From an optimization exercise on the open Yosys and OpenROAD flow, aimed at small area; shortcuts taken in it are not production practice.
No activity file was given, so power comes from the tool's default toggle rates.

job 6552:
// xor_encrypt
module xor_encrypt(
        input logic clk,
        input logic valid_in,
        input logic [7:0] key,
        input logic [255:0] code,
        output logic [255:0] code_out,
        output logic valid_out
);
logic [255:0] d;    
logic [255:0] r;    
logic [7:0] p0;
logic [7:0] p1;
logic [7:0] bs2_3;
logic [7:0] p2;
logic [7:0] p3;
logic [7:0] p4;
logic [7:0] bs5_6;
logic [7:0] p5;
logic [7:0] p6;
logic [7:0] p7;
logic [7:0] bs8_9;
logic [7:0] p8;
logic [7:0] p9;
logic [7:0] bs10_11;
logic [7:0] p10;
logic [7:0] p11;
logic [7:0] bs12_13;
logic [7:0] p12;
logic [7:0] p13;
logic [7:0] bs14_15;
logic [7:0] p14;
logic [7:0] p15;
logic [7:0] bs16_17;
logic [7:0] p16;
logic [7:0] p17;
logic [7:0] bs18_19;
logic [7:0] p18;
logic [7:0] p19;
logic [7:0] bs20_21;
logic [7:0] bs22_23;
logic [7:0] bs24_25;
logic [7:0] bs26_27;
logic [7:0] bs28_29;
logic [7:0] bs30_31;
logic [7:0] q20;
logic [7:0] q21;
logic [7:0] q22;
logic [7:0] q23;
logic [7:0] q24;
logic [7:0] q25;
logic [7:0] q26;
logic [7:0] q27;
logic [7:0] q28;
logic [7:0] q29;
logic [7:0] q30;
logic [7:0] q31;
xor_gate u_p0 (.A(key), .B(code[7:0]), .Y(p0));
xor_gate u_p1 (.A(p0), .B(code[15:8]), .Y(p1));
xor_gate u_bs2_3 (.A(code[23:16]), .B(code[31:24]), .Y(bs2_3));
xor_gate u_p2 (.A(p1), .B(code[23:16]), .Y(p2));
xor_gate u_p3 (.A(p1), .B(bs2_3), .Y(p3));
xor_gate u_p4 (.A(p3), .B(code[39:32]), .Y(p4));
xor_gate u_bs5_6 (.A(code[47:40]), .B(code[55:48]), .Y(bs5_6));
xor_gate u_p5 (.A(p4), .B(code[47:40]), .Y(p5));
xor_gate u_p6 (.A(p4), .B(bs5_6), .Y(p6));
xor_gate u_p7 (.A(p6), .B(code[63:56]), .Y(p7));
xor_gate u_bs8_9 (.A(code[71:64]), .B(code[79:72]), .Y(bs8_9));
xor_gate u_p8 (.A(p7), .B(code[71:64]), .Y(p8));
xor_gate u_p9 (.A(p7), .B(bs8_9), .Y(p9));
xor_gate u_bs10_11 (.A(code[87:80]), .B(code[95:88]), .Y(bs10_11));
xor_gate u_p10 (.A(p9), .B(code[87:80]), .Y(p10));
xor_gate u_p11 (.A(p9), .B(bs10_11), .Y(p11));
xor_gate u_bs12_13 (.A(code[103:96]), .B(code[111:104]), .Y(bs12_13));
xor_gate u_p12 (.A(p11), .B(code[103:96]), .Y(p12));
xor_gate u_p13 (.A(p11), .B(bs12_13), .Y(p13));
xor_gate u_bs14_15 (.A(code[119:112]), .B(code[127:120]), .Y(bs14_15));
xor_gate u_p14 (.A(p13), .B(code[119:112]), .Y(p14));
xor_gate u_p15 (.A(p13), .B(bs14_15), .Y(p15));
  ...
==> flow/config.mk <==
export PLATFORM = sky130hd
export DESIGN_NAME = xor_encrypt
export DESIGN_NICKNAME = xor_encrypt
export VERILOG_FILES = /design/flow/design.v
export SDC_FILE = /design/flow/constraint.sdc
export NUM_CORES = 4
export LEC_CHECK = 0
export CAP_MARGIN = 20
export CORE_MARGIN = 2
export CORE_UTILIZATION = 40
export SLEW_MARGIN = 20
export SYNTH_HIERARCHICAL = 1
export SYNTH_MINIMUM_KEEP_SIZE = 0
==> flow/constraint.sdc <==
create_clock -name core_clock -period 4.0 [get_ports {clk}]
set_input_delay 0.8000 -clock core_clock [delete_from_list [all_inputs] [get_ports {clk}]]
set_output_delay 0.8000 -clock core_clock [all_outputs]
set_load 0.01 [all_outputs]
standard.sh (not shown) runs the stock make flow with config.mk's settings and CLKGATE_MAP_FILE= SYNTH_SCRIPT=/design/flow/synth_recipe.tcl, a recipe that flattens the netlist after the stock synthesis.
==> flow/flow/run.sh <==
#!/bin/bash
# Own layout flow: the standard flow (standard synthesis unchanged), with the port
# buffers that global placement inserts on every input and output made the smallest
# buffer, sky130_fd_sc_hd__buf_1, instead of the default pick. Everything else is as in
# the standard flow. make's full output goes to flow_make.log in this folder; ORFS
# writes each step's log under orfs/logs/.
set -euo pipefail
export BUFFER_PORTS_ARGS="-buffer_cell sky130_fd_sc_hd__buf_1"
export GLOBAL_PLACEMENT_ARGS="-virtual_cts"
bash standard.sh finish > flow_make.log 2>&1
test -f out/final.def
> inputs changed (job 6552 -> job 6150)
diff --git a/flow/flow/run.sh b/flow/flow/run.sh
--- a/flow/flow/run.sh
+++ b/flow/flow/run.sh
@@ -8,3 +8,3 @@
 export BUFFER_PORTS_ARGS="-buffer_cell sky130_fd_sc_hd__buf_1"
-export GLOBAL_PLACEMENT_ARGS="-virtual_cts"
+export PRE_GLOBAL_PLACE_TCL="$PWD/flow/pre_gpl.tcl"
 bash standard.sh finish > flow_make.log 2>&1
==> flow/flow/pre_gpl.tcl (new file) <==
remove_buffers
diff --git a/flow/config.mk b/flow/config.mk
--- a/flow/config.mk
+++ b/flow/config.mk
@@ -10,2 +10,6 @@
 export CORE_UTILIZATION = 40
+export CTS_BUF_LIST = sky130_fd_sc_hd__clkbuf_16
+export CTS_CLUSTER_DIAMETER = 100
+export CTS_CLUSTER_SIZE = 24
+export GPL_TIMING_DRIVEN = 0
 export SLEW_MARGIN = 20
--- outcome ---
- Job 6150: done, clean on timing, DRC and antenna
- Job 6150 vs job 6552: final non-filler cell total down by a few percent
- The switching power total in job 6150 was lower than what job 6552 gave.
- When job 6150 is set beside job 6552, its number of buffers inserted during clock tree synthesis turns out to be 15 smaller.
- Multi-input combinational cell area came out higher on job 6150 than on job 6552.
- Worst endpoint required time in job 6150 is 1.04 ns higher than in job 6552
- Power drawn by the sequential cells: job 6150 vs job 6552, no meaningful difference
The following lists how job 8384 was set up differently from job 6150:
diff --git a/flow/flow/run.sh b/flow/flow/run.sh
--- a/flow/flow/run.sh
+++ b/flow/flow/run.sh
@@ -8,3 +8,2 @@
 export BUFFER_PORTS_ARGS="-buffer_cell sky130_fd_sc_hd__buf_1"
-export PRE_GLOBAL_PLACE_TCL="$PWD/flow/pre_gpl.tcl"
 bash standard.sh finish > flow_make.log 2>&1
diff --git a/flow/config.mk b/flow/config.mk
--- a/flow/config.mk
+++ b/flow/config.mk
@@ -10,6 +10,3 @@
 export CORE_UTILIZATION = 40
-export CTS_BUF_LIST = sky130_fd_sc_hd__clkbuf_16
-export CTS_CLUSTER_DIAMETER = 100
-export CTS_CLUSTER_SIZE = 24
-export GPL_TIMING_DRIVEN = 0
+export PLACE_DENSITY = 0.8
 export SLEW_MARGIN = 20
removed: flow/flow/pre_gpl.tcl
--- outcome ---
Fmax: job 8384 below job 6150
Diff job 8384..job 6150 | number of placed I/O pins | unchanged
The class of the most critical setup path comes out flop to output pin in one run and input port to flop in the other, namely in job 8384 and job 6150 respectively.
Job 8384 falls short of job 6150 in first-pass GRT wire length.
No run of this note included a check of the RTL's function; only the layout flow was run.

## what the ideal ports hide
The flow's constraints put no driver on any port. The routed layouts listed below were extracted and timed again, unchanged, in two steps. Step 1, drivers: a clkbuf_16 drives clk and a buf_2 each remaining input, both assumed. Step 2 also shifts input and output timing later by t, the mid clock arrival at the registers, as if the neighbouring blocks saw the same clock. Slacks: no drivers / after step 1 / after step 2; pairs: no drivers / after step 1.
| run | t (ns) | setup slack, ns | hold WS [ns] | cell pins on the clock port's net |
|---|---|---|---|---|
| job 6552 | 0.574 | 0.138 / 0.090 / -0.242 | 0.486 / 0.472 / 1.046 | 1 |
| job 6150 | 0.529 | 0.215 / 0.197 / -0.321 | 0.531 / 0.508 / 1.037 | 1 |
| job 8384 | 0.575 | 0.178 / 0.130 / -0.324 | 0.485 / 0.462 / 1.037 | 1 |
With both steps, setup timing fails in every run listed, where it was met with ideal ports. The setup slack of job 6150, which loses most, moves by -0.018 ns with the drivers and by -0.536 ns with both steps.
